This design comes from an exercise in tuning for small area and a short achievable clock period on the open sky130 flow, not from production work. The RTL was checked by simulation tests, not by an equivalence proof against the original design. Power and IR drop assume default switching activity.

## flow/design.v

```verilog
module g_inv(input a, output y);
assign y = ~a;
endmodule
module g_nand2(input a, input b, output y);
assign y = ~(a & b);
endmodule
module g_nand3(input a, input b, input c, output y);
assign y = ~(a & b & c);
endmodule
module g_nand4(input a, input b, input c, input d, output y);
assign y = ~(a & b & c & d);
endmodule
module g_and3(input a, input b, input c, output y);
assign y = a & b & c;
endmodule
module g_or2(input a, input b, output y);
assign y = a | b;
endmodule
module g_nor2(input a, input b, output y);
assign y = ~(a | b);
endmodule
module g_nor3(input a, input b, input c, output y);
assign y = ~(a | b | c);
endmodule
module g_a21oi(input a1, input a2, input b1, output y);
assign y = ~((a1 & a2) | b1);
endmodule
module g_o21ai(input a1, input a2, input b1, output y);
assign y = ~((a1 | a2) & b1);
endmodule
module g_o21a(input a1, input a2, input b1, output y);
assign y = (a1 | a2) & b1;
endmodule
module g_o22ai(input a1, input a2, input b1, input b2, output y);
assign y = ~((a1 | a2) & (b1 | b2));
endmodule
module g_a222oi(input a1, input a2, input b1, input b2, input c1, input c2, output y);
assign y = ~((a1 & a2) | (b1 & b2) | (c1 & c2));
endmodule
module g_xnor2(input a, input b, output y);
assign y = ~(a ^ b);
endmodule
module g_xor2(input a, input b, output y);
assign y = a ^ b;
endmodule
module g_a22oi(input a1, input a2, input b1, input b2, output y);
assign y = ~((a1 & a2) | (b1 & b2));
endmodule
module g_fa(input a, input b, input c, output s, output co);
assign s = a ^ b ^ c;
assign co = (a & b) | (a & c) | (b & c);
endmodule
module seg_fast(input [3:0] x, input [3:0] xn, output [6:0] y);
wire t0, t1, t2, t3, t4, t5, t6, t7, t8, t9, t10, t11, t12, t13, t14, t15, t16, t17, t18, t19, t20;
g_nand4 u_t0(xn[3], xn[2], xn[1], x[0], t0);
g_nand4 u_t1(xn[3], x[2], xn[1], xn[0], t1);
g_nand4 u_t2(x[3], xn[2], x[1], x[0], t2);
g_nand4 u_t3(x[3], x[2], xn[1], x[0], t3);
g_nand3 u_t4(x[2], x[1], xn[0], t4);
g_nand3 u_t5(x[3], x[1], x[0], t5);
g_nand3 u_t6(x[3], x[2], xn[0], t6);
g_nand4 u_t7(xn[3], x[2], xn[1], x[0], t7);
g_nand3 u_t8(x[3], x[2], x[1], t8);
g_nand4 u_t9(xn[3], xn[2], x[1], xn[0], t9);
g_nand3 u_t10(x[2], x[1], x[0], t10);
g_nand4 u_t11(x[3], xn[2], x[1], xn[0], t11);
g_nand3 u_t12(xn[2], xn[1], x[0], t12);
g_nand2 u_t13(xn[3], x[0], t13);
g_nand3 u_t14(xn[3], x[2], xn[1], t14);
g_nand3 u_t15(xn[3], x[1], x[0], t15);
g_nand3 u_t16(xn[3], xn[2], x[0], t16);
g_nand3 u_t17(xn[3], xn[2], x[1], t17);
g_nand3 u_t18(xn[3], xn[2], xn[1], t18);
g_nand4 u_t19(xn[3], x[2], x[1], x[0], t19);
g_nand4 u_t20(x[3], x[2], xn[1], xn[0], t20);
g_nand4 u_y0(t0, t1, t2, t3, y[0]);
g_nand4 u_y1(t4, t5, t6, t7, y[1]);
g_nand3 u_y2(t6, t8, t9, y[2]);
g_nand4 u_y3(t10, t0, t1, t11, y[3]);
g_nand3 u_y4(t12, t13, t14, y[4]);
g_nand4 u_y5(t15, t16, t17, t3, y[5]);
g_nand3 u_y6(t18, t19, t20, y[6]);
endmodule
module seg_small(input x0, input x0n, input x1n, input x2, input x2n, input x3, input x3n, output [6:0] y);
wire w36, w39, w40, w41, w43, w44, w45, w46, w47, w48, w49, w50, w51, w52, w53, w54;
g_a21oi u56(x1n, x2, x3, w36);
g_nor2 u59(x2n, x3n, w39);
g_a21oi u60(w39, x1n, w36, w40);
g_nand2 u61(x0, x2, w41);
g_nand2 u63(x0n, x2n, w43);
g_a21oi u64(w43, w41, x1n, w44);
g_nor2 u65(x0, w44, w45);
g_nor2 u66(w40, w45, y[5]);
g_nand2 u67(w43, x3n, w46);
g_inv u68(w46, w47);
g_nand2 u69(w41, x1n, w48);
g_o21ai u70(x0, x3, w44, w49);
g_a21oi u71(w49, w48, w39, w50);
g_nor2 u72(w47, w50, w51);
g_nor2 u73(w48, w46, w52);
g_nor2 u74(x0, w52, w53);
g_nor2 u75(w53, w51, y[4]);
g_o21ai u76(w46, w48, w49, y[3]);
g_nor2 u77(w44, w53, w54);
g_nor3 u78(w47, w54, w50, y[2]);
g_nor2 u79(y[5], w50, y[1]);
g_o21a u80(w52, w51, w54, y[0]);
g_a21oi u81(w49, w48, w40, y[6]);
endmodule
module display(
	input [1:0] sel,
	input [15:0] pc,
	input [31:0] inst,
	input [15:0] A,
	input [15:0] B,
	output [55:0] hex
);
wire sA = sel[1] & sel[0];
wire sB = sel[1] & ~sel[0];
wire sP = ~sel[1] & ~sel[0];
wire sI = ~sel[1] & sel[0];
wire [15:0] lo, lon, na, nb, np;
genvar k;
generate for (k = 0; k < 16; k = k + 1) begin : m
	g_nand2 u1(.a(A[k]), .b(sA), .y(na[k]));
	g_nand2 u2(.a(B[k]), .b(sB), .y(nb[k]));
	g_a22oi u3(.a1(pc[k]), .a2(sP), .b1(inst[k]), .b2(sI), .y(np[k]));
	g_nand3 u4(.a(na[k]), .b(nb[k]), .c(np[k]), .y(lo[k]));
	g_and3 u5(.a(na[k]), .b(nb[k]), .c(np[k]), .y(lon[k]));
end endgenerate
generate for (k = 0; k < 4; k = k + 1) begin : d
	seg_fast dl(.x(lo[4*k+3:4*k]), .xn(lon[4*k+3:4*k]), .y(hex[7*k+6:7*k]));
	wire i0n, i1n, i2n, i3n, x0, x2, x3, x3n;
	g_nand2 a0(.a(inst[16+4*k]), .b(sI), .y(i0n));
	g_nand2 a1(.a(inst[17+4*k]), .b(sI), .y(i1n));
	g_nand2 a2(.a(inst[18+4*k]), .b(sI), .y(i2n));
	g_inv a3(.a(inst[19+4*k]), .y(i3n));
	g_nand2 a4(.a(i3n), .b(sI), .y(x3));
	g_inv b0(.a(i0n), .y(x0));
	g_inv b2(.a(i2n), .y(x2));
	g_inv b3(.a(x3), .y(x3n));
	seg_small dh(.x0(x0), .x0n(i0n), .x1n(i1n), .x2(x2), .x2n(i2n), .x3(x3), .x3n(x3n),
		.y(hex[7*k+34:7*k+28]));
end endgenerate
endmodule
module bkadd #(parameter N = 16) (
	input [N-1:0] X,
	input [N-1:0] Y,
	input ci,
	output [N-1:0] S
);
wire [N-1:0] p = X ^ Y;
reg [N-1:0] G, P;
integer k, d;
always @(*) begin
	G = X & Y;
	G[0] = G[0] | (p[0] & ci);
	P = p;
	for (d = 1; d < N; d = d * 2)
		for (k = 2*d - 1; k < N; k = k + 2*d) begin
			G[k] = G[k] | (P[k] & G[k-d]);
			P[k] = P[k] & P[k-d];
		end
	for (d = N / 4; d >= 1; d = d / 2)
		for (k = 3*d - 1; k < N; k = k + 2*d) begin
			G[k] = G[k] | (P[k] & G[k-d]);
			P[k] = P[k] & P[k-d];
		end
end
assign S = p ^ {G[N-2:0], ci};
endmodule
module csabit(input a, input bb, input ii, input zb, input sub, output s, output c);
wire bx, b, i;
g_xnor2 u0(.a(bb), .b(sub), .y(bx));
g_nor2 u1(.a(bx), .b(zb), .y(b));
g_xor2 u2(.a(ii), .b(sub), .y(i));
g_fa u4(.a(a), .b(b), .c(i), .s(s), .co(c));
endmodule
module resbit(input s, input c, input sum, input inc,
	input kL, input k1, input k2, input kS, input kI, output d);
assign d = (s & c & kL) | (s & k1) | (c & k2) | (sum & kS) | (inc & kI);
endmodule
module ula(
	input [3:0] Opcode,
	input Sub,      
	input Zb,       
	input Link,     
	input rst_n,
	input [15:0] A,
	input [15:0] B,
	input [15:0] Imm,
	input [15:0] Inc,
	output wire [15:0] Sum,
	output wire [15:0] Dm
);
wire [15:0] s, c;
genvar k;
generate for (k = 0; k < 16; k = k + 1) begin : bt
	csabit u(.a(A[k]), .bb(B[k]), .ii(Imm[k]), .zb(Zb), .sub(Sub), .s(s[k]), .c(c[k]));
end endgenerate
bkadd #(16) add(.X(s), .Y({c[14:0], Sub}), .ci(Sub), .S(Sum));
wire op2 = Opcode == 4'd2;
wire op3 = Opcode == 4'd3;
wire op4 = Opcode == 4'd4;
wire kL = (op2 | op3 | op4) & rst_n;
wire k1 = (op3 | op4) & rst_n;
wire k2 = op3 & rst_n;
wire kS = (Opcode[3:1] == 3'd0) & rst_n;
wire kI = Link & rst_n;
generate for (k = 0; k < 16; k = k + 1) begin : rb
	resbit u(.s(s[k]), .c(c[k]), .sum(Sum[k]), .inc(Inc[k]),
		.kL(kL), .k1(k1), .k2(k2), .kS(kS), .kI(kI), .d(Dm[k]));
end endgenerate
endmodule
module comparador (
	input [15:0] A,
	input [15:0] B,
	input beq, input bne, input bge, input blt, input jal,
	output take
);
reg [15:0] L, E;
integer k, d;
always @(*) begin
	E = ~(A ^ B);
	L = ~A & B;
	L[15] = A[15] & ~B[15];
	for (d = 1; d < 16; d = d * 2)
		for (k = 2*d - 1; k < 16; k = k + 2*d) begin
			L[k] = L[k] | (E[k] & L[k-d]);
			E[k] = E[k] & E[k-d];
		end
end
wire eq = E[15];
wire lt = L[15];
assign take = (beq & eq) | (bne & ~eq) | (bge & ~lt) | (blt & lt) | jal;
endmodule
module controle(
	input [3:0] Opcode,
	output wire WE,     
	output wire Link,   
	output wire Sub,    
	output wire jalr,   
	output wire jal,
	output wire beq,
	output wire bne,
	output wire bge,
	output wire blt
);
assign beq  = Opcode == 4'd5;
assign bne  = Opcode == 4'd6;
assign bge  = Opcode == 4'd7;
assign blt  = Opcode == 4'd9;
assign jal  = Opcode == 4'd11;
assign jalr = Opcode == 4'd12;
assign Link = jal | jalr;
assign Sub  = Opcode == 4'd1;
assign WE   = (Opcode <= 4'd4) | Link;
endmodule
module incr(input [15:0] X, output [15:0] S);
wire [16:0] c;
assign c[0] = 1'b1;
genvar k;
generate for (k = 0; k < 16; k = k + 1) begin : h
	assign S[k] = X[k] ^ c[k];
	assign c[k+1] = X[k] & c[k];
end endgenerate
endmodule
module pcbit(input sum, input tgt, input inc, input kJ, input kT, input kI, output e);
assign e = (sum & kJ) | (tgt & kT) | (inc & kI);
endmodule
module pc(
	input [15:0] Pc,
	input [15:0] Imm,
	input [15:0] Sum,
	input jalr,
	input take,
	input rst_n,
	output wire [15:0] Inc,
	output wire [15:0] E
);
incr inc(.X(Pc), .S(Inc));
wire [15:0] Tgt;
bkadd #(16) tgt(.X(Pc), .Y(Imm), .ci(1'b0), .S(Tgt));
wire kJ = jalr & rst_n;
wire kT = ~jalr & take & rst_n;
wire kI = ~jalr & ~take & rst_n;
genvar k;
generate for (k = 0; k < 16; k = k + 1) begin : b
	pcbit u(.sum(Sum[k]), .tgt(Tgt[k]), .inc(Inc[k]), .kJ(kJ), .kT(kT), .kI(kI), .e(E[k]));
end endgenerate
endmodule
module aoi222(input a1, input a2, input b1, input b2, input c1, input c2, output y);
assign y = ~((a1 & a2) | (b1 & b2) | (c1 & c2));
endmodule
module nand5(input a, input b, input c, input d, input e, output y);
wire p, q;
g_nand3 u0(.a(a), .b(b), .c(c), .y(p));
g_nand2 u1(.a(d), .b(e), .y(q));
g_or2 u2(.a(p), .b(q), .y(y));
endmodule
module rdbit(input [14:0] r, input [14:0] s, output y);
wire [4:0] n;
genvar i;
generate for (i = 0; i < 5; i = i + 1) begin : g
	aoi222 u(.a1(r[3*i]), .a2(s[3*i]), .b1(r[3*i+1]), .b2(s[3*i+1]),
		.c1(r[3*i+2]), .c2(s[3*i+2]), .y(n[i]));
end endgenerate
nand5 u5(.a(n[0]), .b(n[1]), .c(n[2]), .d(n[3]), .e(n[4]), .y(y));
endmodule
module registrador(input [239:0] Q, input [14:0] s, output [15:0] A);
genvar b, k;
generate for (b = 0; b < 16; b = b + 1) begin : bt
	wire [14:0] r;
	for (k = 0; k < 15; k = k + 1) begin : kk
		assign r[k] = Q[16*k + b];
	end
	rdbit u(.r(r), .s(s), .y(A[b]));
end endgenerate
endmodule
module zepto_cpu(
	input clk,
	input rst_n,
	input [1:0] disp_sel,
	input [31:0] inst,
	output reg [15:0] pc,
	output wire [6:0] HEX0,
	output wire [6:0] HEX1,
	output wire [6:0] HEX2,
	output wire [6:0] HEX3,
	output wire [6:0] HEX4,
	output wire [6:0] HEX5,
	output wire [6:0] HEX6,
	output wire [6:0] HEX7,
	output [15:0] VerRA
);
wire [3:0] Rd = inst[7:4];
wire [3:0] Ra = inst[11:8];
wire [3:0] Rb = inst[15:12];
wire [15:0] Imm = inst[31:16];
wire WE, Link, Sub, jalr, jal, beq, bne, bge, blt;
controle U3(.Opcode(inst[3:0]), .WE(WE), .Link(Link), .Sub(Sub), .jalr(jalr),
	.jal(jal), .beq(beq), .bne(bne), .bge(bge), .blt(blt));
reg [239:0] rf;
wire [15:0] sa = 16'd1 << Ra;
wire [15:0] sb = 16'd1 << Rb;
wire [15:0] A, B;
registrador RA(.Q(rf), .s(sa[15:1]), .A(A));
registrador RB(.Q(rf), .s(sb[15:1]), .A(B));
assign VerRA = A;
wire [15:0] Sum, Dm, Inc, E;
ula U7(.Opcode(inst[3:0]), .Sub(Sub), .Zb(jalr), .Link(Link), .rst_n(rst_n),
	.A(A), .B(B), .Imm(Imm), .Inc(Inc), .Sum(Sum), .Dm(Dm));
wire take;
comparador U6(.A(A), .B(B), .beq(beq), .bne(bne), .bge(bge), .blt(blt), .jal(jal), .take(take));
pc U1(.Pc(pc), .Imm(Imm), .Sum(Sum), .jalr(jalr), .take(take), .rst_n(rst_n), .Inc(Inc), .E(E));
always @(posedge clk)
	pc <= E;
wire [15:0] wd = 16'd1 << Rd;
genvar g;
generate for (g = 1; g < 16; g = g + 1) begin : w
	wire en = (WE & wd[g]) | ~rst_n;
	always @(posedge clk)
		if (en) rf[16*g-1:16*g-16] <= Dm;
end endgenerate
wire [55:0] hex;
display U9(.sel(disp_sel), .pc(pc), .inst(inst), .A(A), .B(B), .hex(hex));
assign {HEX7, HEX6, HEX5, HEX4, HEX3, HEX2, HEX1, HEX0} = hex;
endmodule
```

## flow/flow/run.sh

```bash
#!/bin/bash
# Layout flow: the standard ORFS flow (standard.sh, which runs the
# standard synthesis unchanged), with the input/output port buffers made
# from the smallest buffer cell; timing repair resizes them where needed.
set -euo pipefail
bash standard.sh "BUFFER_PORTS_ARGS=-buffer_cell sky130_fd_sc_hd__buf_1" finish > flow_make.log 2>&1
```

## flow/standard.sh

```bash
#!/bin/bash
# synth_recipe.tcl (not shown) runs the flow's synth.tcl, then flattens the netlist and writes it again
# the make line also repeats each setting of config.mk as NAME=value (left out here)
make -C /OpenROAD-flow-scripts/flow DESIGN_CONFIG=/design/flow/config.mk WORK_HOME=/design/flow/orfs CLKGATE_MAP_FILE= SYNTH_SCRIPT=/design/flow/synth_recipe.tcl "${@:-finish}"
```

## flow/config.mk

```make
export PLATFORM = sky130hd
export DESIGN_NAME = zepto_cpu
export DESIGN_NICKNAME = zepto_cpu
export VERILOG_FILES = /design/flow/design.v
export SDC_FILE = /design/flow/constraint.sdc
export NUM_CORES = 4
export LEC_CHECK = 0
export CAP_MARGIN = 20
export CORE_MARGIN = 2
export CORE_UTILIZATION = 50
export SETUP_SLACK_MARGIN = 5
export SLEW_MARGIN = 20
export SYNTH_HIERARCHICAL = 1
export TNS_END_PERCENT = 5
```

## flow/constraint.sdc

```tcl
create_clock -name core_clock -period 12.0 [get_ports {clk}]
set_input_delay 2.4000 -clock core_clock [delete_from_list [all_inputs] [get_ports {clk}]]
set_output_delay 2.4000 -clock core_clock [all_outputs]
set_load 0.01 [all_outputs]
```

==> results.txt, run 1 <==
outcome=timing/DRC/antenna clean; # clock sinks=256; FMAX=139.1 MHz; die height=177.2 µm; grt ovf=0; largest net degree at the start of global routing=35; vias in the first global route=12.31k; hold buffer count at cts=0; Tightest Pin Transition=0.8017 ns; vias per cell=6.784; Comb pwr share=32.8%; final hold violations=0; CTS buffer count=28; HP Class=flip-flop to flip-flop; Synth Instances=1,298; Fin Hold WS=0.6623 ns; # diodes=0; Post-Syn Area=15,000 µm²; Synth Flop Type=edfxtp_1; VDD IR-drop max=0.0001517 V; Max Slew Vio Count=0; Post-synth EDFFs=240; clock transition at the registers of the reported paths=0.06 ns; Initial Util=50.73%; Remaining DRCs=0; setup TNS=0 ns; clock network fraction of design power=26.5%; DR iter-0 viols=2,337; CP startpoint=inst[10]; Core ar.=29,560 µm²; sequential fraction of the synthesis area=50.20%; CP cell instances=buf_4, nand2_2, nor3_2, buf_4, a222oi_1, nand3_1, or2_1, nand2_1, nand3_1, nand4_1, nand4_1, buf_1; GRT Total Usage=30.65%; post-synth cell types=50; sw frac=35.14%; port bufs=123; asr flop ratio synth=0%; final worst-path cycle share=59.90%; Area after DPL=16,450 µm²; family with the most delay on the worst path=simple AND/OR/NAND/NOR gates; largest fanout on the critical path=16; die width=177.2 µm; capturing point of the worst reg2reg path=rf[63]; CP Data Required Time=9.60 ns; CP arrival=4.79 ns; Post-Route Skew=0.04743 ns; I/O pin count=124; Leak Pwr=7.348 nW; cell depth of the worst flop-to-flop path=19; area of the die=31,390 µm²; Flop pwr share=40.8%; Max clock buf depth=3; total number of yosys warnings=9; DRT Wirelength=50,490 µm; Worst Path Class, Setup=input pin to output pin; placed cell count=1,863; WP buf/inv=3; Routed Antenna Nets=0; share of cells above drive strength 1=20.42%; average size of a mapped cell=11.55 µm²; vias after detailed routing=13.31k; Max-cap violations=0; CTS tree=built; Final Wtd Congestion=0.9045; Final Setup Violations=0; CP Depth=12; Psw=1.066 mW; worst r2r src=rf[48]; Pint=1.968 mW; Startpoint Class=input pin; Final Cell Area=18,230 µm²; Tmin final=7.188 ns; WL/cell=25.73 µm; Area Growth Syn to Fin=21.54%; clk root buf=clkbuf_16; htree depth=1; post-synthesis sequential element count=256; Slew HR=46.55%; Worst setup endpoint=HEX0[5]; slowest CP cell=a222oi_1; Final Net Count=1,677; Finished Layout Cells=1,962; Row Count=63; first-pass GRT wire length=72,500 µm; detailed placement HPWL=33,200 µm; initial antenna violation count=2; RSZ-0062 raised after global routing=true; cell area power density=166.5 nW/µm²; worst stage delay on the critical path=0.35 ns; DR pass1 iterations=11; Clock Latency Late Sink=0.58 ns; syn_nets=1,422; FF-to-FF setup slack=6.71 ns; critical path endpoint category=output pin
[per-module statistics from Yosys (local to each module, per instance), a selection]
module / times used / flip-flops and latches / cells inside / cell area, µm²
zepto_cpu: 1 / 256 / 324 / 7870
incr: 1 / 0 / 16 / 187.7
controle: 1 / 0 / 16 / 105.1
ula: 1 / 0 / 9 / 53.80
pc: 1 / 0 / 4 / 32.53
g_fa: 16 / 0 / 1 / 20.02
pcbit: 16 / 0 / 2 / 13.76
g_a22oi: 16 / 0 / 1 / 12.51
g_xnor2: 16 / 0 / 1 / 8.758
g_or2: 32 / 0 / 1 / 6.256
g_nand3: 104 / 0 / 1 / 5.005
[per-stage QoR]
stage	power, mW	setup slack, ns	util (%)
floorplan	1.841	4.879	-
global placement	2.121	3.950	55.61
detailed placement	2.141	3.873	55.64
CTS	2.983	4.862	60.02
global route	3.191	4.628	61.66
finish	3.035	4.812	61.66
[worst min-delay path by stage]
stage,cells after the start,start,to,slack [ns]
after floorplan,3,pc[0],pc[0],0.59
after global placement,3,pc[0],pc[0],0.62
after detailed placement,3,pc[0],pc[0],0.62
after CTS,3,pc[0],pc[0],0.64
after global routing,3,pc[0],pc[0],0.72
final,3,pc[0],pc[0],0.66
[flip-flops by register name (all words and copies together) (netlist names)]
name,cells
rf,240
pc,16
[cells in the final DEF (no fill, tap or decap), types with 5 or more instances in the layout]
cell type / Yosys / routed
edfxtp_1: 240 / 240
xnor2_1: 24 / 23
a21oi_2: 22 / 22
buf_1: 0 / 107
nand4_1: 56 / 56
buf_6: 0 / 11
or2_1: 32 / 11
buf_12: 0 / 5
fa_1: 34 / 31
nand3_2: 0 / 7
clkinv_2: 0 / 7
ha_1: 54 / 54
buf_4: 0 / 88
nand3_1: 105 / 93
buf_2: 0 / 11
o21a_1: 6 / 6
nand2b_4: 0 / 9
o21ai_0: 19 / 8
and3_2: 0 / 6
xor2_1: 25 / 25
nor3_2: 4 / 14
clkbuf_16: 0 / 28
a21oi_1: 32 / 32
a22oi_2: 17 / 17
dfxtp_1: 16 / 16
nand2_1: 119 / 114
nor2_1: 84 / 79
nand3_4: 0 / 5
or2_4: 1 / 22
clkinv_1: 0 / 6
o21ai_1: 30 / 27
o21ai_2: 0 / 13
a222oi_1: 192 / 192
nand2b_1: 18 / 9
and3_4: 0 / 10
inv_1: 94 / 92
[metal layers]
layer	part of all wire [%]	routed length, µm	GRT usage [%]	vias to the layer above
li1	-	-	-	5883
met3	9.9	4985	4.338	127
met4	3.2	1637	10.19	2
met2	48	24080	50.96	829
met5	0.016	8	0	-
met1	39	19780	41.39	6470
[cells in the mapped netlist (all sizes together) (33+ instances only)]
| cell type | instances | area (µm²) |
|---|---|---|
| nand4 | 58 | 375.4 |
| o21ai | 49 | 245.2 |
| a21oi | 54 | 352.8 |
| nand3 | 105 | 525.5 |
| ha | 54 | 675.7 |
| fa | 34 | 680.7 |
| inv | 94 | 352.8 |
| a222oi | 192 | 1922 |
| edfxtp | 240 | 7207 |
| nor2 | 84 | 315.3 |
| nand2 | 119 | 446.7 |
| or2 | 33 | 209.0 |
[layout make-up]
class | instances | area [µm²]
Clock buffer | 30 | 708.2
Clock inverter | 19 | 148.9
Fill cell | 2416 | 11330
Inverter | 94 | 352.8
Multi-Input combinational cell | 951 | 7660
Sequential cell | 256 | 7527
Tap cell | 390 | 488.0
Timing Repair Buffer | 222 | 1341
[tightest hold or removal path, stage by stage (launching register included)]
cell	delay, ns
dfxtp_1	0.37
inv_1	0.11
a222oi_1	0.10
inv_1	0.05
[cell families after synthesis]
kind of cell             share of synthesized area [%]
AND/OR/NAND/NOR                                  15.78
AO/OA/AOI/OAI                                    19.58
flip-flops                                       50.20
buffers and inverters                            2.378
adder cells (fa/ha/maj)                          9.045
XOR/XNOR                                         2.862
multiplexers                                    0.1335
other                                          0.02501
[power groups by stage]
stage                     clock network [mW]  registers, mW  logic (mW)
final                                  0.804           1.24       0.994
after global routing                   0.846           1.25        1.09
after CTS                              0.811           1.24       0.935
after detailed placement                   0           1.26       0.886
after global placement                     0           1.25       0.873
after floorplan                            0           1.23       0.606
[repair_timing]
| item | in CTS | in global routing |
|---|---|---|
| pin swaps | 32 | 15 |
| setup endpoints to repair | 227 | 164 |
| cloned | 2 | 5 |
| buffers inserted | 7 | 36 |
| gates resized for setup | 113 | 27 |
==> run 2, diff against run 1 <==
--- a/flow/design.v
+++ b/flow/design.v
@@ -18,2 +18,11 @@
 endmodule
+module g_a22o(input a1, input a2, input b1, input b2, output y);
+assign y = (a1 & a2) | (b1 & b2);
+endmodule
+module g_a21o(input a1, input a2, input b1, output y);
+assign y = (a1 & a2) | b1;
+endmodule
+module g_and2(input a, input b, output y);
+assign y = a & b;
+endmodule
 module g_nor2(input a, input b, output y);
@@ -48,2 +57,6 @@
 endmodule
+module g_ha(input a, input b, output s, output co);
+assign s = a ^ b;
+assign co = a & b;
+endmodule
 module g_fa(input a, input b, input c, output s, output co);
@@ -145,33 +158,66 @@
 endmodule
-module bkadd #(parameter N = 16) (
-	input [N-1:0] X,
-	input [N-1:0] Y,
-	input ci,
-	output [N-1:0] S
-);
-wire [N-1:0] p = X ^ Y;
-reg [N-1:0] G, P;
-integer k, d;
-always @(*) begin
-	G = X & Y;
-	G[0] = G[0] | (p[0] & ci);
-	P = p;
-	for (d = 1; d < N; d = d * 2)
-		for (k = 2*d - 1; k < N; k = k + 2*d) begin
-			G[k] = G[k] | (P[k] & G[k-d]);
-			P[k] = P[k] & P[k-d];
+module skadd(input [15:0] X, input [15:0] Y, input ci, output [15:0] S);
+wire [15:0] p, g0;
+genvar k;
+generate for (k = 0; k < 16; k = k + 1) begin : pg
+	g_ha u(.a(X[k]), .b(Y[k]), .s(p[k]), .co(g0[k]));
+end endgenerate
+wire [15:0] G1, P1, G2, P2, G3, P3, G4;
+wire g0c;
+g_a21o uc(.a1(p[0]), .a2(ci), .b1(g0[0]), .y(g0c));
+wire [15:0] Gi = {g0[15:1], g0c};
+generate for (k = 0; k < 16; k = k + 1) begin : l1
+	if (k % 2 == 1) begin : n
+		g_a21o ug(.a1(p[k]), .a2(Gi[k-1]), .b1(Gi[k]), .y(G1[k]));
+		g_and2 up(.a(p[k]), .b(p[k-1]), .y(P1[k]));
+	end else begin : w
+		assign G1[k] = Gi[k];
+		assign P1[k] = p[k];
+	end
+end endgenerate
+generate for (k = 0; k < 16; k = k + 1) begin : l2
+	if (k % 4 >= 2) begin : n
+		g_a21o ug(.a1(P1[k]), .a2(G1[k - k % 4 + 1]), .b1(G1[k]), .y(G2[k]));
+		if (k >= 4) begin : q
+			g_and2 up(.a(P1[k]), .b(P1[k - k % 4 + 1]), .y(P2[k]));
+		end else begin : r
+			assign P2[k] = 1'b0;
 		end
-	for (d = N / 4; d >= 1; d = d / 2)
-		for (k = 3*d - 1; k < N; k = k + 2*d) begin
-			G[k] = G[k] | (P[k] & G[k-d]);
-			P[k] = P[k] & P[k-d];
+	end else begin : w
+		assign G2[k] = G1[k];
+		assign P2[k] = P1[k];
+	end
+end endgenerate
+generate for (k = 0; k < 16; k = k + 1) begin : l3
+	if (k % 8 >= 4) begin : n
+		g_a21o ug(.a1(P2[k]), .a2(G2[k - k % 8 + 3]), .b1(G2[k]), .y(G3[k]));
+		if (k >= 8) begin : q
+			g_and2 up(.a(P2[k]), .b(P2[k - k % 8 + 3]), .y(P3[k]));
+		end else begin : r
+			assign P3[k] = 1'b0;
 		end
-end
-assign S = p ^ {G[N-2:0], ci};
+	end else begin : w
+		assign G3[k] = G2[k];
+		assign P3[k] = P2[k];
+	end
+end endgenerate
+generate for (k = 0; k < 16; k = k + 1) begin : l4
+	if (k >= 8) begin : n
+		g_a21o ug(.a1(P3[k]), .a2(G3[7]), .b1(G3[k]), .y(G4[k]));
+	end else begin : w
+		assign G4[k] = G3[k];
+	end
+end endgenerate
+g_xor2 us0(.a(p[0]), .b(ci), .y(S[0]));
+generate for (k = 1; k < 16; k = k + 1) begin : sm
+	g_xor2 u(.a(p[k]), .b(G4[k-1]), .y(S[k]));
+end endgenerate
 endmodule
-module csabit(input a, input bb, input ii, input zb, input sub, output s, output c);
-wire bx, b, i;
-g_xnor2 u0(.a(bb), .b(sub), .y(bx));
-g_nor2 u1(.a(bx), .b(zb), .y(b));
-g_xor2 u2(.a(ii), .b(sub), .y(i));
+module csabit(input aa, input p, input pcr, input npcr, input bb, input ii, input zb, input sub,
+	output s, output c);
+wire a, bx, b, i;
+g_a22o u0(.a1(aa), .a2(npcr), .b1(p), .b2(pcr), .y(a));
+g_xnor2 u1(.a(bb), .b(sub), .y(bx));
+g_nor2 u2(.a(bx), .b(zb), .y(b));
+g_xor2 u3(.a(ii), .b(sub), .y(i));
 g_fa u4(.a(a), .b(b), .c(i), .s(s), .co(c));
@@ -180,3 +226,7 @@
 	input kL, input k1, input k2, input kS, input kI, output d);
-assign d = (s & c & kL) | (s & k1) | (c & k2) | (sum & kS) | (inc & kI);
+wire x, r, ns;
+g_a21o u0(.a1(c), .a2(kL), .b1(k1), .y(x));
+g_a222oi u1(.a1(s), .a2(x), .b1(c), .b2(k2), .c1(inc), .c2(kI), .y(r));
+g_nand2 u2(.a(sum), .b(kS), .y(ns));
+g_nand2 u3(.a(ns), .b(r), .y(d));
 endmodule
@@ -186,2 +236,4 @@
 	input Zb,       
+	input Pcr,      
+	input nPcr,
 	input Link,     
@@ -190,2 +242,3 @@
 	input [15:0] B,
+	input [15:0] Pc,
 	input [15:0] Imm,
@@ -198,5 +251,6 @@
 generate for (k = 0; k < 16; k = k + 1) begin : bt
-	csabit u(.a(A[k]), .bb(B[k]), .ii(Imm[k]), .zb(Zb), .sub(Sub), .s(s[k]), .c(c[k]));
+	csabit u(.aa(A[k]), .p(Pc[k]), .pcr(Pcr), .npcr(nPcr), .bb(B[k]), .ii(Imm[k]), .zb(Zb),
+		.sub(Sub), .s(s[k]), .c(c[k]));
 end endgenerate
-bkadd #(16) add(.X(s), .Y({c[14:0], Sub}), .ci(Sub), .S(Sum));
+skadd add(.X(s), .Y({c[14:0], Sub}), .ci(Sub), .S(Sum));
 wire op2 = Opcode == 4'd2;
@@ -217,3 +271,3 @@
 	input [15:0] B,
-	input beq, input bne, input bge, input blt, input jal,
+	input beq, input bne, input bge, input blt, input jal, input jalr,
 	output take
@@ -234,3 +288,3 @@
 wire lt = L[15];
-assign take = (beq & eq) | (bne & ~eq) | (bge & ~lt) | (blt & lt) | jal;
+assign take = (beq & eq) | (bne & ~eq) | (bge & ~lt) | (blt & lt) | jal | jalr;
 endmodule
@@ -243,2 +297,5 @@
 	output wire jal,
+	output wire Pcr,    
+	output wire nPcr,
+	output wire Zb,     
 	output wire beq,
@@ -255,2 +312,5 @@
 assign Link = jal | jalr;
+assign Pcr  = (Opcode == 4'd5) | (Opcode == 4'd6) | (Opcode == 4'd7) | (Opcode == 4'd9) | (Opcode == 4'd11);
+assign nPcr = ~((Opcode == 4'd5) | (Opcode == 4'd6) | (Opcode == 4'd7) | (Opcode == 4'd9) | (Opcode == 4'd11));
+assign Zb   = (Opcode == 4'd5) | (Opcode == 4'd6) | (Opcode == 4'd7) | (Opcode == 4'd9) | (Opcode == 4'd11) | (Opcode == 4'd12);
 assign Sub  = Opcode == 4'd1;
@@ -267,11 +327,6 @@
 endmodule
-module pcbit(input sum, input tgt, input inc, input kJ, input kT, input kI, output e);
-assign e = (sum & kJ) | (tgt & kT) | (inc & kI);
-endmodule
 module pc(
 	input [15:0] Pc,
-	input [15:0] Imm,
 	input [15:0] Sum,
-	input jalr,
-	input take,
+	input jump,
 	input rst_n,
@@ -281,10 +336,7 @@
 incr inc(.X(Pc), .S(Inc));
-wire [15:0] Tgt;
-bkadd #(16) tgt(.X(Pc), .Y(Imm), .ci(1'b0), .S(Tgt));
-wire kJ = jalr & rst_n;
-wire kT = ~jalr & take & rst_n;
-wire kI = ~jalr & ~take & rst_n;
+wire kS = jump & rst_n;
+wire kI = ~jump & rst_n;
 genvar k;
 generate for (k = 0; k < 16; k = k + 1) begin : b
-	pcbit u(.sum(Sum[k]), .tgt(Tgt[k]), .inc(Inc[k]), .kJ(kJ), .kT(kT), .kI(kI), .e(E[k]));
+	g_a22o u(.a1(Sum[k]), .a2(kS), .b1(Inc[k]), .b2(kI), .y(E[k]));
 end endgenerate
@@ -339,5 +391,5 @@
 wire [15:0] Imm = inst[31:16];
-wire WE, Link, Sub, jalr, jal, beq, bne, bge, blt;
+wire WE, Link, Sub, Pcr, nPcr, Zb, jalr, jal, beq, bne, bge, blt;
 controle U3(.Opcode(inst[3:0]), .WE(WE), .Link(Link), .Sub(Sub), .jalr(jalr),
-	.jal(jal), .beq(beq), .bne(bne), .bge(bge), .blt(blt));
+	.jal(jal), .Pcr(Pcr), .nPcr(nPcr), .Zb(Zb), .beq(beq), .bne(bne), .bge(bge), .blt(blt));
 reg [239:0] rf;
@@ -350,7 +402,7 @@
 wire [15:0] Sum, Dm, Inc, E;
-ula U7(.Opcode(inst[3:0]), .Sub(Sub), .Zb(jalr), .Link(Link), .rst_n(rst_n),
-	.A(A), .B(B), .Imm(Imm), .Inc(Inc), .Sum(Sum), .Dm(Dm));
+ula U7(.Opcode(inst[3:0]), .Sub(Sub), .Zb(Zb), .Pcr(Pcr), .nPcr(nPcr), .Link(Link), .rst_n(rst_n),
+	.A(A), .B(B), .Pc(pc), .Imm(Imm), .Inc(Inc), .Sum(Sum), .Dm(Dm));
 wire take;
-comparador U6(.A(A), .B(B), .beq(beq), .bne(bne), .bge(bge), .blt(blt), .jal(jal), .take(take));
-pc U1(.Pc(pc), .Imm(Imm), .Sum(Sum), .jalr(jalr), .take(take), .rst_n(rst_n), .Inc(Inc), .E(E));
+comparador U6(.A(A), .B(B), .beq(beq), .bne(bne), .bge(bge), .blt(blt), .jal(jal), .jalr(jalr), .take(take));
+pc U1(.Pc(pc), .Sum(Sum), .jump(take), .rst_n(rst_n), .Inc(Inc), .E(E));
 always @(posedge clk)
--- a/flow/config.mk
+++ b/flow/config.mk
@@ -13,2 +13,2 @@
 export SYNTH_HIERARCHICAL = 1
-export TNS_END_PERCENT = 5
+export TNS_END_PERCENT = 20
==> results.txt, run 2 <==
outcome=timing/DRC/antenna clean; DR iter-0 viols=2,199 (-5.9%); Comb pwr share=30.9% (-1.9 points); I/O pin count=124 (unchanged); # clock sinks=256 (unchanged); max reg flops=240 (unchanged); worst r2r src=rf[5]; HP Class=flip-flop to flip-flop; Compound-Gate Fraction of Synth Area=20.97% (+1.4 points); Storage cell area=7527 µm² (unchanged); CP startpoint=inst[9]; WL/cell=26.77 µm (+4.0%); largest fanout on the critical path=8 (-8); detailed placement HPWL=33,140 µm (-0.18%); commonest non-fill, non-tap cell in the layout=edfxtp_1; Simple-Gate Fraction of Synth Area=16.96% (+1.2 points); Leak Pwr=7.508 nW (+2.2%); die height=174.6 µm (-1.5%); Row Count=62 (-1.6%); CP arrival=4.65 ns (-0.14 ns); htree depth=1 (unchanged); CP Data Required Time=9.60 ns (about the same); commonest cells after routing, fill and taps aside=edfxtp_1, a222oi_1, nand2_1; post-synthesis mux area share=0% (-0.13 points); Max-cap violations=0 (unchanged); Post-Route Skew=0.03292 ns (-0.01450 ns); WHS Endpoint=pc[0]; Worst Path Class, Setup=input pin to output pin; Core ar.=28,700 µm² (-2.9%); slowest CP cell=a222oi_1; FF-to-FF setup slack=7.34 ns (+0.63 ns); Synth Flop Type=edfxtp_1; clk root buf=clkbuf_16; Startpoint Class=input pin; hold path depth=2 (-1); CP cell instances=buf_12, nand2b_4, nor3_2, buf_2, a222oi_1, nand3_1, or2_4, nand2_4, and3_4, nand4_1, nand4_1, buf_2; vias in the first global route=12.52k (+1.7%); top flop regs=rf (240), pc (16); min-delay src=pc[0]; cell depth of the worst flop-to-flop path=16 (-3); syn_nets=1,347 (-5.3%); post-synthesis sequential element count=256 (unchanged); Pwr Total=2.969 mW (-2.2%); # fillers=2,267 (-6.2%); DR pass1 iterations=13 (+2); Post-Syn Area=14,540 µm² (-3.0%); DRT Wirelength=50,800 µm (+0.61%); largest net degree at the start of global routing=23 (-34%); area of the die=30,470 µm² (-2.9%); Tmin final=7.046 ns (-0.1415 ns); capturing point of the worst reg2reg path=rf[125]; sequential fraction of the synthesis area=51.75% (+1.6 points); clock network fraction of design power=27.7% (+1.2 points); Clock Latency Late Sink=0.56 ns (-0.02 ns); Final Wtd Congestion=0.8844 (-2.2%); FMAX=141.9 MHz (+2.0%); top-count cell post-synth=edfxtp_1; Psw=1.001 mW (-6.1%); Max Slew Vio Count=0 (unchanged); Most flops, register=rf; Slew HR=22.55% (-24 points); Adder-Cell Fraction of Synth Area=6.160% (-2.9 points); Tightest Pin Transition=1.162 ns (+0.3600 ns); clock transition at the registers of the reported paths=0.06 ns (about the same); share of cells above drive strength 1=22.26% (+1.8 points); Area Growth Syn to Fin=23.75%; CTS buffer count=28 (unchanged); Synth Instances=1,249 (-3.8%); final worst-path cycle share=58.72% (-1.2 points); final hold violations=0 (unchanged); vias after detailed routing=13.25k (-0.45%); critical path endpoint category=output pin; main area contributors after synthesis=edfxtp_1, a222oi_1, ha_1, nand2_1, nand3_1; vias per cell=6.982 (+2.9%); GRT Total Usage=31.80% (+1.1 points); initial antenna violation count=0 (-2); CTS tree=built; asr flop ratio synth=0% (unchanged); leading area contributor after synthesis=edfxtp_1; VDD IR-drop max=0.0001249 V (-18%); Fin Hold WS=0.6506 ns (-0.01172 ns); first-pass GRT wire length=74,040 µm (+2.1%); Initial Util=50.67% (-0.059 points); Final Net Count=1,595 (-4.9%); Flop pwr share=41.4% (+0.6 points); Remaining DRCs=0 (unchanged); cell area power density=164.9 nW/µm² (-0.94%); Post-synth EDFFs=240 (unchanged); xor/xnor cell area share of the yosys netlist=3.011% (+0.15 points); grt ovf=0 (unchanged); Pint=1.968 mW (about the same); post-synth cell types=43 (-14%); Routed Antenna Nets=0 (unchanged); Final Setup Violations=0 (unchanged); largest family of logic cells by synthesized area=compound AO/OA/AOI/OAI gates; port bufs=123 (unchanged); die width=174.6 µm (-1.5%); setup TNS=0 ns (unchanged); average size of a mapped cell=11.64 µm² (+0.79%); total number of yosys warnings=8 (-1); sw frac=33.73% (-1.4 points); # diodes=0 (unchanged); worst stage delay on the critical path=0.41 ns (+0.06 ns); list of most frequent post-synthesis cells=edfxtp_1, a222oi_1, nand2_1; RSZ-0062 raised after global routing=true; Multi-input gate area=7596 µm² (-0.83%); Max clock buf depth=3 (unchanged); area fraction of the dominant cell type after synthesis=49.55% (+1.5 points)
run 2: worst max-delay path, delay by kind of cell:
family / cells / cell delay [ns]
compound gates: 1 / 0.41
buf+inv: 3 / 0.48
simple gates: 8 / 1.33
run 2: timing repair:
item	4_1_cts	5_1_grt
setup buffers	17	29
cloned	5	6
pin swaps	40	93
hold buffers	0	0
resized for setup	137	87
endpoints found under the setup margin	146	111
run 2: through the flow:
step	setup WS, ns	util [%]	instances	instance area [µm²]
final	4.954	62.71	1898	18000
after global routing	4.876	62.71	1898	18000
after CTS	4.950	60.81	1863	17450
after detailed placement	4.242	55.65	1794	15970
after global placement	4.303	55.45	1793	15920
after floorplan	5.013	-	1249	14560
run 2: routing by layer:
| metal | GRT usage [%] | vias to the layer above | share of wire (%) |
|---|---|---|---|
| li1 | - | 5758 | - |
| met1 | 43.42 | 6537 | 40 |
| met2 | 52.07 | 861 | 47 |
| met3 | 5.752 | 95 | 11 |
| met4 | 9.549 | 0 | 2.3 |
| met5 | 0 | - | 0 |
run 2: modules after synthesis, one instance, submodules excluded, excerpt:
module	times used	area (µm²)
display	1	26.28
controle	1	151.4
g_nor2	52	3.754
pc	1	16.27
g_a22o	32	8.758
g_nor3	4	10.01
aoi222	160	10.01
ula	1	53.80
g_xnor2	16	8.758
g_a222oi	16	10.01
g_nand2	132	3.754
run 2: power groups by stage:
stage / logic [mW] / registers (mW) / clock network, mW
detailed placement: 0.808 / 1.24 / 0
global route: 0.999 / 1.24 / 0.863
finish: 0.918 / 1.23 / 0.822
global placement: 0.798 / 1.24 / 0
CTS: 0.861 / 1.23 / 0.829
floorplan: 0.546 / 1.22 / 0
run 2: logic make-up after synthesis:
| logic type | Yosys count |
|---|---|
| adders and majority gates | 62 |
| AOI/OAI and AO/OA | 340 |
| buffers and inverters | 43 |
| xor gates and xnor gates | 50 |
| DFF | 256 |
| and+or+nand+nor | 498 |
run 2: area by class of cell:
| class | count | area share [%] |
|---|---|---|
| Inverter | 41 | 0.8551 |
| Sequential cell | 256 | 41.82 |
| Clock buffer | 33 | 3.997 |
| Tap cell | 384 | 2.669 |
| Timing Repair Buffer | 214 | 7.668 |
| Multi-Input combinational cell | 956 | 42.20 |
| Clock inverter | 14 | 0.7855 |
run 2: how the worst max path moves through the flow:
stage	to	slack [ns]	cells after the start
final	HEX0[0]	4.95	12
after global routing	HEX2[0]	4.88	13
after CTS	HEX2[3]	4.95	14
after detailed placement	HEX2[5]	4.24	11
after global placement	HEX2[0]	4.30	12
after floorplan	HEX0[0]	5.01	9
==> run 3, diff against run 2 <==
--- a/flow/config.mk
+++ b/flow/config.mk
@@ -9,3 +9,3 @@
 export CORE_MARGIN = 2
-export CORE_UTILIZATION = 50
+export CORE_UTILIZATION = 60
 export SETUP_SLACK_MARGIN = 5
==> results.txt, run 3 <==
share of cells above drive strength 1=16.68% (-5.6 points); sequential fraction of the synthesis area=51.75% (unchanged); post-synth cell types=43 (unchanged); # diodes=0 (unchanged); FMAX=140.2 MHz (-1.2%); Core ar.=23,610 µm² (-18%); CP Data Required Time=9.60 ns (about the same); Post-Route Skew=0.02602 ns (-0.006905 ns); largest fanout on the critical path=16 (+8); leading area contributor after synthesis=edfxtp_1; Routed Antenna Nets=0 (unchanged); largest net degree at the start of global routing=21 (-8.7%); Fin Hold WS=0.6195 ns (-0.03110 ns); VDD IR-drop max=0.0001553 V (+24%); critical path endpoint category=output pin; Worst Path Class, Setup=input pin to output pin; top flop regs=rf (240), pc (16); max reg flops=240 (unchanged); Leak Pwr=7.135 nW (-5.0%); Tightest Pin Transition=1.121 ns (-0.04065 ns); DR iter-0 viols=2,730 (+24%); initial antenna violation count=0 (unchanged); DRT Wirelength=47,350 µm (-6.8%); setup TNS=0 ns (unchanged); Max clock buf depth=3 (unchanged); detailed placement HPWL=31,990 µm (-3.5%); min-delay src=pc[0]; cell depth of the worst flop-to-flop path=14 (-2); Max-cap violations=0 (unchanged); clk root buf=clkbuf_16; Area after DPL=15,830 µm² (-0.89%); vias in the first global route=12.33k (-1.5%); hold buffer count at cts=0 (unchanged); asr flop ratio synth=0% (unchanged); DR pass1 iterations=11 (-2); main area contributors after synthesis=edfxtp_1, a222oi_1, ha_1, nand2_1, nand3_1; RSZ-0062 raised after global routing=true; Final Setup Violations=0 (unchanged); CTS buffer count=26 (-7.1%); area of the die=25,500 µm² (-16%); final core utilization=73.48% (+11 points); vias per cell=7.319 (+4.8%); Final Wtd Congestion=0.9163 (+3.6%); average size of a mapped cell=11.64 µm² (unchanged); Finished Layout Cells=1,788 (-5.8%); CP arrival=4.73 ns (+0.08 ns); capturing point of the worst reg2reg path=rf[123]; Remaining DRCs=0 (unchanged); Startpoint Class=input pin; syn_nets=1,347 (unchanged); die width=159.7 µm (-8.5%); worst r2r src=rf[0]; post-synthesis sequential element count=256 (unchanged); Post-synth EDFFs=240 (unchanged); vias after detailed routing=13.09k (-1.2%); placed cell count=1,724 (-3.9%); cell area power density=172.9 nW/µm² (+4.8%); outcome=timing/DRC/antenna clean; area fraction of the dominant cell type after synthesis=49.55% (unchanged); Clock Latency Late Sink=0.55 ns (about the same); final hold violations=0 (unchanged); Max Slew Vio Count=0 (unchanged); Initial Util=61.59% (+11 points); Area Growth Syn to Fin=19.30%; FF-to-FF setup slack=7.31 ns (-0.03 ns); Most flops, register=rf; commonest non-fill, non-tap cell in the layout=edfxtp_1; die height=159.7 µm (-8.5%); total number of yosys warnings=8 (unchanged); list of most frequent post-synthesis cells=edfxtp_1, a222oi_1, nand2_1; top-count cell post-synth=edfxtp_1; Final Net Count=1,548 (-2.9%); grt ovf=0 (unchanged); CTS tree=built; HP Class=flip-flop to flip-flop; # clock sinks=256 (unchanged); hold path depth=2 (unchanged); port bufs=123 (unchanged); WHS Endpoint=pc[0]; commonest cells after routing, fill and taps aside=edfxtp_1, a222oi_1, nand2_1; clock transition at the registers of the reported paths=0.06 ns (about the same); Post-Syn Area=14,540 µm² (unchanged); first-pass GRT wire length=70,800 µm (-4.4%); GRT Total Usage=35.85% (+4.1 points); htree depth=1 (unchanged); WL/cell=26.48 µm (-1.0%); Tmin final=7.134 ns (+0.08776 ns); I/O pin count=124 (unchanged); Synth Flop Type=edfxtp_1; Slew HR=25.26% (+2.7 points); Row Count=56 (-9.7%); Final Cell Area=17,350 µm² (-3.6%); Synth Instances=1,249 (unchanged); final worst-path cycle share=59.45% (+0.73 points)
[run 3: critical path, stage by stage]
cell and delay [ns]:
buf_4 0.18, nand2b_4 0.19, nor2_1 0.06, buf_6 0.18, a222oi_1 0.35, nand3_1 0.23
or2_4 0.31, nand2_1 0.15, nand3_2 0.20, nand3_1 0.17, nand4_1 0.14, buf_2 0.17
[run 3: layout make-up]
class / count / area (µm²)
clock buffer: 29 / 683.2
tap: 319 / 399.1
multi-input combinational: 953 / 7360
fill: 1661 / 6262
inverter: 41 / 153.9
sequential: 256 / 7527
clock inverter: 18 / 280.3
timing repair buffer: 172 / 947.2
[run 3: metrics by stage]
step	power (mW)	setup slack [ns]
floorplan	1.769	5.013
global placement	2.023	4.438
detailed placement	2.041	4.357
CTS	2.975	4.925
global route	3.115	4.759
finish	3.000	4.866
[run 3: report_power, final]
part           leakage, nW  total [mW]  switching [mW]  internal, mW
logic                 4.06       0.862           0.548         0.314
clock network        0.462       0.908           0.346         0.562
registers             2.61        1.23          0.0861          1.14
total                 7.13        3.00           0.980          2.02
[run 3: routing by layer]
layer  global-route usage, %  routed length [µm]  vias up
met1                   50.01               17840     6184
li1                        -                   -     5668
met2                   55.27               21220     1107
met4                   13.43                1508        0
met3                   8.234                6786      128
met5                       0                   0        -
[run 3: per-module statistics from Yosys, one instance, submodules excluded, a selection]
| module | area, µm² | times used |
|---|---|---|
| g_a21oi | 8.758 | 20 |
| g_fa | 20.02 | 16 |
| g_nand3 | 5.005 | 104 |
| g_ha | 12.51 | 16 |
| controle | 151.4 | 1 |
| zepto_cpu | 7870 | 1 |
| g_o21a | 7.507 | 4 |
| ula | 53.80 | 1 |
| g_a21o | 7.507 | 45 |
[run 3: repair_timing]
item | CTS | global route
endpoints found under the hold margin | 0 | 0
endpoints found under the setup margin | 105 | 149
pin swaps | 23 | 1
setup buffers | 10 | 2
gates resized for setup | 127 | 0
gates cloned | 4 | 0
[run 3: cell families (layout without fill, tap and decap cells)]
| group | Yosys count | count (layout) | share of synthesized area [%] |
|---|---|---|---|
| buf+inv | 43 | 260 | 1.136 |
| xor+xnor | 50 | 50 | 3.011 |
| compound gates | 340 | 340 | 20.97 |
| fa+ha+maj | 62 | 62 | 6.160 |
| flops | 256 | 256 | 51.75 |
| simple gates | 498 | 501 | 16.96 |
[run 3: worst max-delay path by stage]
stage,start,endpoint,slack (ns),depth (start not counted)
after floorplan,inst[9],HEX0[0],5.01,9
after global placement,inst[9],HEX1[3],4.44,12
after detailed placement,inst[11],HEX3[0],4.36,11
after CTS,inst[0],rf[126],4.93,15
after global routing,inst[9],HEX1[1],4.76,12
final,inst[8],HEX1[1],4.87,12
==> run 4, diff against run 3 <==
--- a/flow/config.mk
+++ b/flow/config.mk
@@ -10,2 +10,4 @@
 export CORE_UTILIZATION = 60
+export CTS_CLUSTER_DIAMETER = 100
+export CTS_CLUSTER_SIZE = 25
 export SETUP_SLACK_MARGIN = 5
==> results.txt, run 4 <==
I/O pin count=124 (unchanged); HP Class=flip-flop to flip-flop; CP cell instances=buf_6, nand2_2, nor3_2, buf_4, a222oi_1, nand2_1, or2_1, nand2_1, nand3_1, nand4_1, nand4_1, buf_2; initial antenna violation count=0 (unchanged); WP buf/inv=3 (unchanged); die width=159.7 µm (unchanged); DR iter-0 viols=2,773 (+1.6%); Most flops, register=rf; outcome=timing/DRC/antenna clean; GRT Total Usage=35.65% (-0.20 points); Tightest Pin Transition=1.150 ns (+0.02843 ns); VDD IR-drop max=0.0001808 V (+16%); Adder-Cell Fraction of Synth Area=6.160% (unchanged); Core ar.=23,610 µm² (unchanged); Slew HR=23.36% (-1.9 points); average size of a mapped cell=11.64 µm² (unchanged); first-pass GRT wire length=70,120 µm (-0.96%); Post-synth EDFFs=240 (unchanged); Leak Pwr=6.907 nW (-3.2%); commonest non-fill, non-tap cell in the layout=edfxtp_1; slowest CP cell=nor3_2; setup TNS=0 ns (unchanged); Compound-Gate Fraction of Synth Area=20.97% (unchanged); CP arrival=4.76 ns (+0.03 ns); Max-cap violations=0 (unchanged); largest fanout on the critical path=11 (-5); clock network fraction of design power=20.3% (-10 points); critical path endpoint category=output pin; Final Setup Violations=0 (unchanged); Final Net Count=1,536 (-0.78%); port bufs=123 (unchanged); DRT Wirelength=47,310 µm (about the same); detailed placement HPWL=31,990 µm (unchanged); WL/cell=26.90 µm (+1.6%); RSZ-0062 raised after global routing=true; list of most frequent post-synthesis cells=edfxtp_1, a222oi_1, nand2_1; # fillers=1,736 (+4.5%); # clock sinks=256 (unchanged); Post-Route Skew=0.01501 ns (-0.01101 ns); worst stage delay on the critical path=0.43 ns (+0.08 ns); post-synth cell types=43 (unchanged); area fraction of the dominant cell type after synthesis=49.55% (unchanged); Comb pwr share=32.9% (+4.2 points); htree depth=1 (unchanged); cell area power density=155.8 nW/µm² (-9.9%); vias per cell=7.401 (+1.1%); final worst-path cycle share=59.65% (+0.21 points); Post-Syn Area=14,540 µm² (unchanged); Initial Util=61.59% (unchanged); asr flop ratio synth=0% (unchanged); Area Growth Syn to Fin=15.70%; grt ovf=0 (unchanged); area of the die=25,500 µm² (unchanged); Simple-Gate Fraction of Synth Area=16.96% (unchanged); Flop pwr share=46.8% (+5.8 points); Pwr Total=2.623 mW (-13%); die height=159.7 µm (unchanged); placed cell count=1,724 (unchanged); Row Count=56 (unchanged); largest family of logic cells by synthesized area=compound AO/OA/AOI/OAI gates; post-synthesis mux area share=0% (unchanged); Synth Instances=1,249 (unchanged); top flop regs=rf (240), pc (16); CTS buffer count=15 (-42%); DR pass1 iterations=15 (+4); Finished Layout Cells=1,759 (-1.6%); top-count cell post-synth=edfxtp_1; Final Wtd Congestion=0.9163 (unchanged); Worst Path Class, Setup=input pin to output pin; sw frac=35.46% (+2.8 points); Startpoint Class=input pin; Routed Antenna Nets=0 (unchanged); xor/xnor cell area share of the yosys netlist=3.011% (unchanged); Remaining DRCs=0 (unchanged); Tmin final=7.159 ns (+0.02465 ns); sequential fraction of the synthesis area=51.75% (unchanged); CP Data Required Time=9.60 ns (about the same); main area contributors after synthesis=edfxtp_1, a222oi_1, ha_1, nand2_1, nand3_1; Psw=0.9298 mW (-5.1%); share of cells above drive strength 1=15.69% (-0.98 points); leading area contributor after synthesis=edfxtp_1; Final Cell Area=16,830 µm² (-3.0%); CTS tree=built; clock transition at the registers of the reported paths=0.09 ns (+0.03 ns); family with the most delay on the worst path=simple AND/OR/NAND/NOR gates; Synth Flop Type=edfxtp_1; vias in the first global route=12.14k (-1.6%); Area after DPL=15,830 µm² (unchanged); # diodes=0 (unchanged); final hold violations=0 (unchanged); vias after detailed routing=13.02k (-0.53%); clk root buf=clkbuf_16; post-synthesis sequential element count=256 (unchanged); Clock Latency Late Sink=0.50 ns (-0.05 ns); max reg flops=240 (unchanged); largest net degree at the start of global routing=26 (+24%); Max Slew Vio Count=0 (unchanged); syn_nets=1,347 (unchanged); FMAX=139.7 MHz (-0.34%); commonest cells after routing, fill and taps aside=edfxtp_1, a222oi_1, nand2_1; Max clock buf depth=3 (unchanged); Pint=1.693 mW (-16%); total number of yosys warnings=8 (unchanged)
run 4: cell type report:
class	count	area (µm²)	area share, %
clock buffer	15	375.4	2.231
clock inverter	4	52.55	0.3123
inverter	41	153.9	0.9146
multi-input combinational	953	7378	43.85
sequential	256	7527	44.73
tap	319	399.1	2.372
timing repair buffer	171	940.9	5.591
run 4: routing by layer:
| layer | up-vias | track usage (%) | wire (µm) |
|---|---|---|---|
| li1 | 5632 | - | - |
| met1 | 6170 | 48.95 | 17640 |
| met2 | 1071 | 55.80 | 21430 |
| met3 | 145 | 8.883 | 6618 |
| met4 | 0 | 12.36 | 1620 |
| met5 | - | 0 | 0 |
run 4: timing repair:
item | CTS | global route
hold buffers | 0 | 0
pin swaps | 27 | 1
endpoints found under the setup margin | 135 | 150
gates cloned | 5 | 0
gates resized for setup | 133 | 0
setup buffers | 9 | 2
run 4: worst register-to-register path, stage by stage, from the launching register on:
cell and delay, ns:
edfxtp_1 0.41, a222oi_1 0.40, nand3_1 0.19, or2_1 0.34
a22o_1 0.30, fa_1 0.52, ha_1 0.34, a21o_1 0.21
a21o_1 0.20, a21o_1 0.25, a21o_1 0.31, a21o_1 0.22
xor2_1 0.27, nand2_1 0.09, nand2_1 0.46
run 4: cells by family (layout without fill, tap and decap cells):
kind of cell               count (synthesis)  after routing
xor gates and xnor gates                  50             50
and+or+nand+nor                          498            501
DFF                                      256            256
buffers and inverters                     43            231
adders and majority gates                 62             62
AOI/OAI and AO/OA                        340            340
run 4: power by group through the flow:
stage | registers [mW] | clock network, mW | logic, mW
after detailed placement | 1.24 | 0 | 0.798
after CTS | 1.22 | 0.530 | 0.840
final | 1.23 | 0.532 | 0.863
after global routing | 1.24 | 0.561 | 0.930
after global placement | 1.24 | 0 | 0.785
after floorplan | 1.22 | 0 | 0.546
run 4: final timing paths:
path	startpoint	endpoint	slack [ns]	cells past startpoint
max	inst[15]	HEX0[0]	4.84	12
min reg2reg	pc[0]	pc[0]	0.63	2
max reg2reg	rf[0]	rf[142]	7.21	14
min	pc[0]	pc[0]	0.63	2
run 4: stage by stage:
stage               setup WS (ns)  utilization, %  hold slack [ns]
CTS                         4.874           71.12           0.6255
global placement            4.438           66.88           0.6120
detailed placement          4.357           67.04           0.5977
floorplan                   5.013               -           0.5749
global route                4.761           71.26           0.6756
finish                      4.841           71.26           0.6284
run 4: modules after synthesis (local to each module, per instance), a selection:
module	copies in the design	area [µm²]	cells inside	flops+latches
g_a22oi	16	12.51	1	0
g_and3	16	6.256	1	0
g_fa	16	20.02	1	0
g_and2	14	6.256	1	0
controle	1	151.4	25	0
g_inv	20	3.754	1	0
g_a21oi	20	8.758	1	0
g_nand2	132	3.754	1	0
comparador	1	432.9	62	0
g_a22o	32	8.758	1	0
display	1	26.28	4	0
==> run 5, diff against run 4 <==
--- a/flow/config.mk
+++ b/flow/config.mk
@@ -9,3 +9,3 @@
 export CORE_MARGIN = 2
-export CORE_UTILIZATION = 60
+export CORE_UTILIZATION = 50
 export CTS_CLUSTER_DIAMETER = 100
==> results.txt, run 5 <==
Post-Route Skew=0.03200 ns (+0.01699 ns); htree depth=1 (unchanged); # clock sinks=256 (unchanged); main area contributors after synthesis=edfxtp_1, a222oi_1, ha_1, nand2_1, nand3_1; final worst-path cycle share=59.23% (-0.42 points); Routed Antenna Nets=0 (unchanged); Post-synth EDFFs=240 (unchanged); VDD IR-drop max=0.0001437 V (-21%); die width=174.6 µm (+9.3%); Leak Pwr=7.281 nW (+5.4%); # fillers=2,301 (+33%); max reg flops=240 (unchanged); Slew HR=23.09% (-0.27 points); setup TNS=0 ns (unchanged); area fraction of the dominant cell type after synthesis=49.55% (unchanged); vias after detailed routing=13.08k (+0.46%); asr flop ratio synth=0% (unchanged); average size of a mapped cell=11.64 µm² (unchanged); Final Net Count=1,580 (+2.9%); detailed placement HPWL=33,140 µm (+3.6%); Max Slew Vio Count=0 (unchanged); RSZ-0062 raised after global routing=true; HP Class=flip-flop to flip-flop; clock transition at the registers of the reported paths=0.09 ns (about the same); hold buffer count at cts=0 (unchanged); area of the die=30,470 µm² (+19%); CP arrival=4.71 ns (-0.05 ns); # diodes=0 (unchanged); DR iter-0 viols=2,165 (-22%); Worst Path Class, Setup=input pin to output pin; post-synth cell types=43 (unchanged); vias in the first global route=12.51k (+3.0%); leading area contributor after synthesis=edfxtp_1; list of most frequent post-synthesis cells=edfxtp_1, a222oi_1, nand2_1; Post-Syn Area=14,540 µm² (unchanged); Final Setup Violations=0 (unchanged); CP Data Required Time=9.60 ns (about the same); Most flops, register=rf; commonest cells after routing, fill and taps aside=edfxtp_1, a222oi_1, nand2_1; Row Count=62 (+11%); Final Wtd Congestion=0.8844 (-3.5%); Startpoint Class=input pin; worst slack, placed=4.242 ns (-0.1151 ns); DR pass1 iterations=13 (-2); total number of yosys warnings=8 (unchanged); largest net degree at the start of global routing=26 (unchanged); Max-cap violations=0 (unchanged); top flop regs=rf (240), pc (16); sequential fraction of the synthesis area=51.75% (unchanged); CTS buffer count=15 (unchanged); initial antenna violation count=0 (unchanged); Tmin final=7.108 ns (-0.05087 ns); largest fanout on the critical path=8 (-3); grt ovf=0 (unchanged); CTS tree=built; Tightest Pin Transition=1.154 ns (+0.004113 ns); Max clock buf depth=3 (unchanged); Clock Latency Late Sink=0.53 ns (+0.03 ns); Area Growth Syn to Fin=20.54%; Remaining DRCs=0 (unchanged); DRT Wirelength=50,260 µm (+6.2%); cell area power density=153.0 nW/µm² (-1.8%); syn_nets=1,347 (unchanged); FMAX=140.7 MHz (+0.72%); Area after DPL=15,970 µm² (+0.89%); port bufs=123 (unchanged); share of cells above drive strength 1=20.74% (+5.0 points); Synth Flop Type=edfxtp_1; outcome=timing/DRC/antenna clean; final hold violations=0 (unchanged); critical path endpoint category=output pin; fin worst setup slack=4.892 ns (+0.05087 ns); Core ar.=28,700 µm² (+22%); Synth Instances=1,249 (unchanged); Final Cell Area=17,530 µm² (+4.2%); top-count cell post-synth=edfxtp_1; GRT Total Usage=31.83% (-3.8 points); vias per cell=6.997 (-5.5%); post-synthesis sequential element count=256 (unchanged); clk root buf=clkbuf_16; commonest non-fill, non-tap cell in the layout=edfxtp_1; Initial Util=50.67% (-11 points); I/O pin count=124 (unchanged); die height=174.6 µm (+9.3%); WL/cell=26.89 µm (about the same); first-pass GRT wire length=74,250 µm (+5.9%)
run 5: logic make-up after synthesis:
family                     count (synthesis)  share of synthesized area, %
buffers and inverters                     43                         1.136
xor gates and xnor gates                  50                         3.011
adders and majority gates                 62                         6.160
DFF                                      256                         51.75
and+or+nand+nor                          498                         16.96
AOI/OAI and AO/OA                        340                         20.97
run 5: area by class of cell:
| cell class | count | area (µm²) | share of cell area (%) |
|---|---|---|---|
| inverter | 41 | 153.9 | 0.8778 |
| tap | 384 | 480.5 | 2.741 |
| sequential | 256 | 7527 | 42.93 |
| clock inverter | 4 | 57.56 | 0.3283 |
| clock buffer | 16 | 379.1 | 2.162 |
| timing repair buffer | 213 | 1370 | 7.815 |
| multi-input combinational | 955 | 7564 | 43.14 |
run 5: Yosys stat by module, one instance, submodules excluded, a selection:
module / cells / flip-flops and latches / cell area [µm²]
comparador: 62 / 0 / 432.9
controle: 25 / 0 / 151.4
display: 4 / 0 / 26.28
g_a21oi: 1 / 0 / 8.758
g_a22oi: 1 / 0 / 12.51
g_and3: 1 / 0 / 6.256
g_fa: 1 / 0 / 20.02
g_ha: 1 / 0 / 12.51
g_nand3: 1 / 0 / 5.005
g_nand4: 1 / 0 / 6.256
g_or2: 1 / 0 / 6.256
g_xnor2: 1 / 0 / 8.758
incr: 16 / 0 / 187.7
pc: 2 / 0 / 16.27
ula: 9 / 0 / 53.80
run 5: final timing paths:
| kind | startpoint | end | slack [ns] | cells past startpoint |
|---|---|---|---|---|
| setup reg to reg | rf[107] | rf[125] | 7.35 | 14 |
| hold reg to reg | pc[0] | pc[0] | 0.67 | 2 |
| hold / removal | pc[0] | pc[0] | 0.67 | 2 |
| setup / recovery | inst[10] | HEX2[3] | 4.89 | 12 |
run 5: what timing repair did:
| item | in CTS | in global routing |
|---|---|---|
| gates resized for setup | 158 | 55 |
| cloned | 7 | 3 |
| setup buffers | 27 | 18 |
| endpoints found under the setup margin | 155 | 111 |
| pin swaps | 46 | 50 |
run 5: critical path, cell delays in order:
cell	delay (ns)
buf_8	0.13
nand2b_4	0.17
nor2_2	0.06
buf_6	0.15
a222oi_1	0.52
nand3_1	0.25
or2_4	0.34
nand2_4	0.09
and3_4	0.23
nand4_1	0.12
nand4_1	0.10
clkbuf_2	0.13
run 5: metrics by stage:
step / std cells / utilization, % / power (mW) / hold slack [ns]
2_1_floorplan: 1249 / - / 1.769 / 0.5749
5_1_grt: 1869 / 61.08 / 2.808 / 0.6926
3_5_place_dp: 1794 / 55.65 / 2.052 / 0.6369
4_1_cts: 1848 / 59.89 / 2.645 / 0.6626
3_3_place_gp: 1793 / 55.45 / 2.038 / 0.6525
6_report: 1869 / 61.08 / 2.682 / 0.6698
run 5: routing by layer:
metal | share of wire, % | global-route usage (%)
met1 | 39 | 43.49
met2 | 47 | 52.83
met3 | 11 | 5.381
met4 | 2.3 | 8.611
met5 | 0 | 0
run 5: power breakdown:
part	internal, mW	switching [mW]
clock network	0.239	0.307
registers	1.14	0.0837
logic	0.348	0.562
total	1.73	0.953

afterwards: timing with drivers on the ports:
The results above use ideal ports. As a check the final layouts listed here were re-extracted and re-timed, cells and wires unchanged.
Step 1: set_driving_cell puts a clkbuf_16 on clk and a buf_2 on each other input, an assumption about the parent block.
Step 2 times the ports against the registers' clock, not the clock port: input delays grow and output delays shrink by t, the midpoint of the rising clock arrivals with the driver on.
Slacks: no drivers / after step 1 / after step 2; pairs: no drivers / after step 1.
run	t, ns	setup slack, ns	slew at the worst register clock pin (ns)	worst data-port slew with drivers (ns)
run 1	0.613	4.812 / 4.781 / 4.222	0.07 / 0.07	0.07
run 2	0.597	4.954 / 4.856 / 4.665	0.07 / 0.07	0.10
run 3	0.579	4.866 / 4.806 / 4.703	0.07 / 0.07	0.06
run 4	0.538	4.841 / 4.775 / 4.614	0.10 / 0.10	0.06
run 5	0.561	4.892 / 4.819 / 4.676	0.10 / 0.10	0.10
After both steps every run listed still meets setup and hold. For run 1, which loses most, drivers alone change the setup slack by -0.031 ns; drivers and shift together by -0.590 ns.
